This design comes from an exercise in tuning for small area and a short achievable clock period on the open sky130 flow, not from production work.
Only simulation tests tie the RTL to the original design; equivalence was not proved.

==> flow/design.v <==
module shifter #(
  parameter int AMOUNT = 1
) (
  input  logic [15:0] shift_in,
  output logic [15:0] shift_out
);
  assign shift_out = (shift_in << AMOUNT) | (shift_in >> (16 - AMOUNT));
endmodule
module round (
  input  logic [15:0] x_in, w_in, k1, k2,
  output logic [15:0] x_out, w_out
);
  logic [15:0] a1, a2, a8, x1, b1, b2, b8;
  shifter #(1) A1 (x_in, a1);
  shifter #(8) A8 (x_in, a8);
  shifter #(2) A2 (x_in, a2);
  assign x1 = (a1 & a8) ^ (a2 ^ w_in);
  shifter #(1) B1 (x1, b1);
  shifter #(8) B8 (x1, b8);
  shifter #(2) B2 (x1, b2);
  assign x_out = (b1 & b8) ^ (b2 ^ (x_in ^ k1));
  assign w_out = x1 ^ k2;
endmodule
module key_gen (
  input  logic [63:0] key_in,
  input  logic        z0, z1,
  output logic [63:0] key_out
);
  logic [15:0] p, k1, k2, k3, k4, k5, pn, c0, c1, bc0;
  logic [15:0] k2r1, k3r1, k3r3, k3r4, k3r6, k3r8, pr3, pr4, c0r3, c0r4;
  assign p  = key_in[15:0];
  assign k1 = key_in[31:16];
  assign k2 = key_in[47:32];
  assign k3 = key_in[63:48];
  assign c0 = {14'h3fff, 1'b0, z0};
  assign c1 = {14'h3fff, 1'b0, z1};
  shifter #(15) R2a (k2, k2r1);      
  shifter #(15) R3a (k3, k3r1);      
  shifter #(13) R3b (k3, k3r3);      
  shifter #(12) R3c (k3, k3r4);      
  shifter #(10) R3d (k3, k3r6);      
  shifter #(8)  R3e (k3, k3r8);      
  shifter #(13) RPa (p, pr3);        
  shifter #(12) RPb (p, pr4);        
  shifter #(13) RCa (c0, c0r3);      
  shifter #(12) RCb (c0, c0r4);      
  assign bc0 = c0r3 ^ c0r4;
  assign k4 = p ^ (k3r3 ^ k3r4) ^ c0;
  assign k5 = (k1 ^ (k2 ^ k2r1)) ^ ((pr3 ^ pr4) ^ (k3r6 ^ k3r8)) ^ bc0 ^ c1;
  assign pn = k2 ^ k3 ^ k3r1;
  assign key_out = {k5, k4, k3, pn};
endmodule
module simon32_64 (
	input  logic clk, reset,
	input  logic in_valid,
	output logic in_ready,
	input  logic [31:0] plaintext,
	input  logic [63:0] key,
	output logic out_valid,
	output logic [31:0] ciphertext
);
	localparam logic [2:0] A_FIRST = 3'b110;
	localparam logic [3:0] B_LAST  = 4'b1101;
	logic [15:0] xa, wa, xb, wb;
	logic [63:0] ka, kb;
	logic [2:0]  ca, ca_next;
	logic [3:0]  cb, cb_next;
	logic        va, free_b, last_b;
	logic [15:0] xab, wab, xba, wba;
	logic [63:0] kab, kba;
	always_comb begin
		case (ca)
			3'b110:  cb_next = 4'b1100;
			3'b100:  cb_next = 4'b1000;
			3'b000:  cb_next = 4'b1001;
			3'b010:  cb_next = 4'b0100;
			3'b011:  cb_next = 4'b1010;
			3'b001:  cb_next = 4'b0101;
			3'b111:  cb_next = 4'b0000;
			default: cb_next = 4'b1101;
		endcase
		case (cb)
			4'b1100: ca_next = 3'b100;
			4'b1000: ca_next = 3'b000;
			4'b1001: ca_next = 3'b010;
			4'b0100: ca_next = 3'b011;
			4'b1010: ca_next = 3'b001;
			4'b0101: ca_next = 3'b111;
			default: ca_next = 3'b101;
		endcase
	end
	assign last_b = (cb == B_LAST);
	round   rab (xa, wa, ka[31:16], ka[47:32], xab, wab);
	key_gen gab (ka, ca[2], ca[1], kab);
	round   rba (xb, wb, kb[31:16], kb[47:32] & {16{!last_b}}, xba, wba);
	key_gen gba (kb, cb[3], cb[2], kba);
	always_ff @(posedge clk) begin
		xb <= xab;
		wb <= wab;
		kb <= kab;
		cb <= cb_next;
		if (free_b) begin
			xa <= plaintext[31:16];
			wa <= plaintext[15:0] ^ key[15:0];
			ka <= {key[63:16], key[15:0] ^ key[31:16] ^ {key[16], key[31:17]}};
			ca <= A_FIRST;
		end else begin
			xa <= xba;
			wa <= wba;
			ka <= kba;
			ca <= ca_next;
		end
	end
	always_ff @(posedge clk) begin
		if (reset) begin
			va        <= 1'b0;
			free_b    <= 1'b1;
			out_valid <= 1'b0;
		end else begin
			va        <= free_b ? in_valid : !last_b;
			free_b    <= !va;
			out_valid <= !free_b && last_b;
		end
	end
	assign in_ready   = free_b;
	assign ciphertext = {xa, wa};
endmodule
Settings: LEC_CHECK=0, CAP_MARGIN=20, CORE_MARGIN=2, CORE_UTILIZATION=40, CTS_CLUSTER_DIAMETER=100, CTS_CLUSTER_SIZE=25, SETUP_SLACK_MARGIN=0.8, SLEW_MARGIN=20; clock period 2.5 ns.
standard.sh (not shown) runs the stock make flow with config.mk's settings and CLKGATE_MAP_FILE= SYNTH_SCRIPT=/design/flow/synth_recipe.tcl, a recipe that flattens the netlist after the stock synthesis.
==> flow/flow/run.sh <==
#!/bin/bash
# Standard layout (the standard.sh) with two changes:
#  - the port buffers are plain buffers instead of the delay cells that
#    buffer_ports picks by default;
#  - the slow cells listed in flow/dont_use.txt are added to the platform's
#    don't-use list, so that synthesis maps the XOR-heavy logic onto faster
#    two-input gates.
set -euo pipefail
export BUFFER_PORTS_ARGS="-buffer_cell sky130_fd_sc_hd__buf_2"
plat=$(make -s -C "$FLOW_HOME" DESIGN_CONFIG="$PWD/config.mk" WORK_HOME="$PWD/orfs" \
  print-DONT_USE_CELLS 2> print_dont_use.log | sed -n 's/^DONT_USE_CELLS: //p')
extra=$(grep -v '^#' flow/dont_use.txt | tr '\n' ' ')
echo "platform: $plat" > dont_use.log
echo "added: $extra" >> dont_use.log
bash standard.sh "DONT_USE_CELLS=$plat $extra" finish > standard_finish.log 2>&1
==> flow/flow/dont_use.txt <==
# slow cells kept out of synthesis and repair
sky130_fd_sc_hd__xor3_1
sky130_fd_sc_hd__xor3_2
sky130_fd_sc_hd__xor3_4
sky130_fd_sc_hd__xnor3_1
sky130_fd_sc_hd__xnor3_2
sky130_fd_sc_hd__xnor3_4
sky130_fd_sc_hd__or4_1
sky130_fd_sc_hd__or4_2
sky130_fd_sc_hd__or4_4
sky130_fd_sc_hd__nor4_1
sky130_fd_sc_hd__nor4_2
sky130_fd_sc_hd__nor4_4
sky130_fd_sc_hd__and4_1
sky130_fd_sc_hd__and4_2
sky130_fd_sc_hd__and4_4
sky130_fd_sc_hd__nand4_1
sky130_fd_sc_hd__nand4_2
sky130_fd_sc_hd__nand4_4
sky130_fd_sc_hd__or4b_1
sky130_fd_sc_hd__or4bb_1
sky130_fd_sc_hd__nor4b_1
sky130_fd_sc_hd__nor4bb_1
sky130_fd_sc_hd__or3_1
sky130_fd_sc_hd__or3b_1
sky130_fd_sc_hd__nor3_1
sky130_fd_sc_hd__mux2_1
sky130_fd_sc_hd__mux2_2
sky130_fd_sc_hd__mux2_4
sky130_fd_sc_hd__mux2_8
Then changed:
--- a/flow/flow/dont_use.txt
+++ b/flow/flow/dont_use.txt
@@ -27,4 +26,0 @@
-sky130_fd_sc_hd__mux2_1
-sky130_fd_sc_hd__mux2_2
-sky130_fd_sc_hd__mux2_4
-sky130_fd_sc_hd__mux2_8
SETUP_SLACK_MARGIN = 0.9   (was 0.8)
Outcome: Global-route usage came out higher by 0.55 points; cell count fell by 5.2%; count of clock-buffer cells in the layout is unchanged; flip-flop and latch count does not change.
Then changed:
==> flow/flow/run.sh (replaced) <==
#!/bin/bash
# Standard layout, with the port buffers made from plain buffers instead of
# the delay cells buffer_ports picks by default.
set -euo pipefail
export BUFFER_PORTS_ARGS="-buffer_cell sky130_fd_sc_hd__buf_2"
bash standard.sh finish > standard_finish.log 2>&1
CTS_CLUSTER_DIAMETER = default   (was 100)
CTS_CLUSTER_SIZE = default   (was 25)
SETUP_SLACK_MARGIN = 1.2   (was 0.9)
removed: flow/flow/dont_use.txt
What happened: Setup slack got worse by 0.11 ns. Routed wire length came out higher by a quarter to a third. Clock-buffer cell count came out higher by 21. Core utilization rises by 13 points. Die area rose slightly. Clock skew drops by 0.011 ns. Non-clock buffer count increases by 113. Cell count rises by roughly a tenth. First-iteration DRC count rose by about a fifth.
Then changed:
==> flow/flow/run.sh (replaced) <==
#!/bin/bash
# Standard layout (the standard.sh) with two changes:
#  - the port buffers are plain buffers instead of the delay cells that
#    buffer_ports picks by default;
#  - the slow cells listed in flow/dont_use.txt are added to the platform's
#    don't-use list, so that synthesis maps the XOR-heavy logic onto faster
#    two-input gates.
set -euo pipefail
export BUFFER_PORTS_ARGS="-buffer_cell sky130_fd_sc_hd__buf_2"
plat=$(make -s -C "$FLOW_HOME" DESIGN_CONFIG="$PWD/config.mk" WORK_HOME="$PWD/orfs" \
  print-DONT_USE_CELLS 2> print_dont_use.log | sed -n 's/^DONT_USE_CELLS: //p')
extra=$(grep -v '^#' flow/dont_use.txt | tr '\n' ' ')
echo "platform: $plat" > dont_use.log
echo "added: $extra" >> dont_use.log
bash standard.sh "DONT_USE_CELLS=$plat $extra" finish > standard_finish.log 2>&1
==> flow/flow/dont_use.txt (new file) <==
# slow cells kept out of synthesis and repair
sky130_fd_sc_hd__xor3_1
sky130_fd_sc_hd__xor3_2
sky130_fd_sc_hd__xor3_4
sky130_fd_sc_hd__xnor3_1
sky130_fd_sc_hd__xnor3_2
sky130_fd_sc_hd__xnor3_4
sky130_fd_sc_hd__or4_1
sky130_fd_sc_hd__or4_2
sky130_fd_sc_hd__or4_4
sky130_fd_sc_hd__nor4_1
sky130_fd_sc_hd__nor4_2
sky130_fd_sc_hd__nor4_4
sky130_fd_sc_hd__and4_1
sky130_fd_sc_hd__and4_2
sky130_fd_sc_hd__and4_4
sky130_fd_sc_hd__nand4_1
sky130_fd_sc_hd__nand4_2
sky130_fd_sc_hd__nand4_4
sky130_fd_sc_hd__or4b_1
sky130_fd_sc_hd__or4bb_1
sky130_fd_sc_hd__nor4b_1
sky130_fd_sc_hd__nor4bb_1
sky130_fd_sc_hd__or3_1
sky130_fd_sc_hd__or3b_1
sky130_fd_sc_hd__nor3_1
CTS_CLUSTER_DIAMETER = 100   (was default)
CTS_CLUSTER_SIZE = 25   (was default)
SETUP_SLACK_MARGIN = 1.0   (was 1.2)
Register-to-register slack improves by 0.18 ns.
Worst hold slack improves by 0.053 ns.
Worst setup slack improves by 0.14 ns.
Global-route usage falls by 3.1 points.
Routed wire length falls by 17%.
Then changed:
CORE_UTILIZATION = 55   (was 40)
SETUP_SLACK_MARGIN = 0.9   (was 1.0)
- The changed run completed without violations
- area after synthesis is unchanged
- design area decreases by about 7.5%
Then changed:
==> flow/flow/run.sh (replaced) <==
#!/bin/bash
# Standard layout, with the port buffers made from plain buffers instead of
# the delay cells buffer_ports picks by default.
set -euo pipefail
export BUFFER_PORTS_ARGS="-buffer_cell sky130_fd_sc_hd__buf_2"
bash standard.sh finish > standard_finish.log 2>&1
CORE_UTILIZATION = 40   (was 55)
CTS_CLUSTER_DIAMETER = default   (was 100)
CTS_CLUSTER_SIZE = default   (was 25)
SETUP_SLACK_MARGIN = 0.8   (was 0.9)
removed: flow/flow/dont_use.txt
Worst hold slack got worse by 0.020 ns.
Global-route usage goes down by 6.1 points.
Design area goes up by 4.7%.
Via count goes up by 6.1%.

==> port drivers added, routing unchanged <==
Ports are ideal in the flow. The routed layouts listed here were re-timed in OpenROAD. Step 1 sets driving cells, clkbuf_16 on the clock port and buf_2 on the other inputs (assumed; they add their load-dependent delay and slew). Step 2 times the ports against the registers' clock, not the clock port: input delays grow and output delays shrink by t, the midpoint of the rising clock arrivals with the driver on. a / b / c = ideal / step 1 / step 2; a / b = the first two.
run | shift t [ns] | slack for setup (ns) | slew at the worst register clock pin (ns) | worst data-port slew with drivers (ns) | pins driven straight from the clock port
the first run | 0.513 | 0.835 / 0.788 / 0.838 | 0.11 / 0.11 | 0.04 | 1
the second run | 0.524 | 0.928 / 0.879 / 0.948 | 0.11 / 0.11 | 0.04 | 1
the third run | 0.573 | 0.814 / 0.814 / 0.814 | 0.07 / 0.07 | 0.05 | 1
the fourth run | 0.522 | 0.953 / 0.906 / 0.986 | 0.11 / 0.11 | 0.04 | 1
the fifth run | 0.524 | 0.925 / 0.879 / 0.927 | 0.11 / 0.11 | 0.05 | 1
the sixth run | 0.586 | 0.796 / 0.744 / 0.825 | 0.07 / 0.07 | 0.04 | 1
After both steps setup and hold are still met in every run listed.
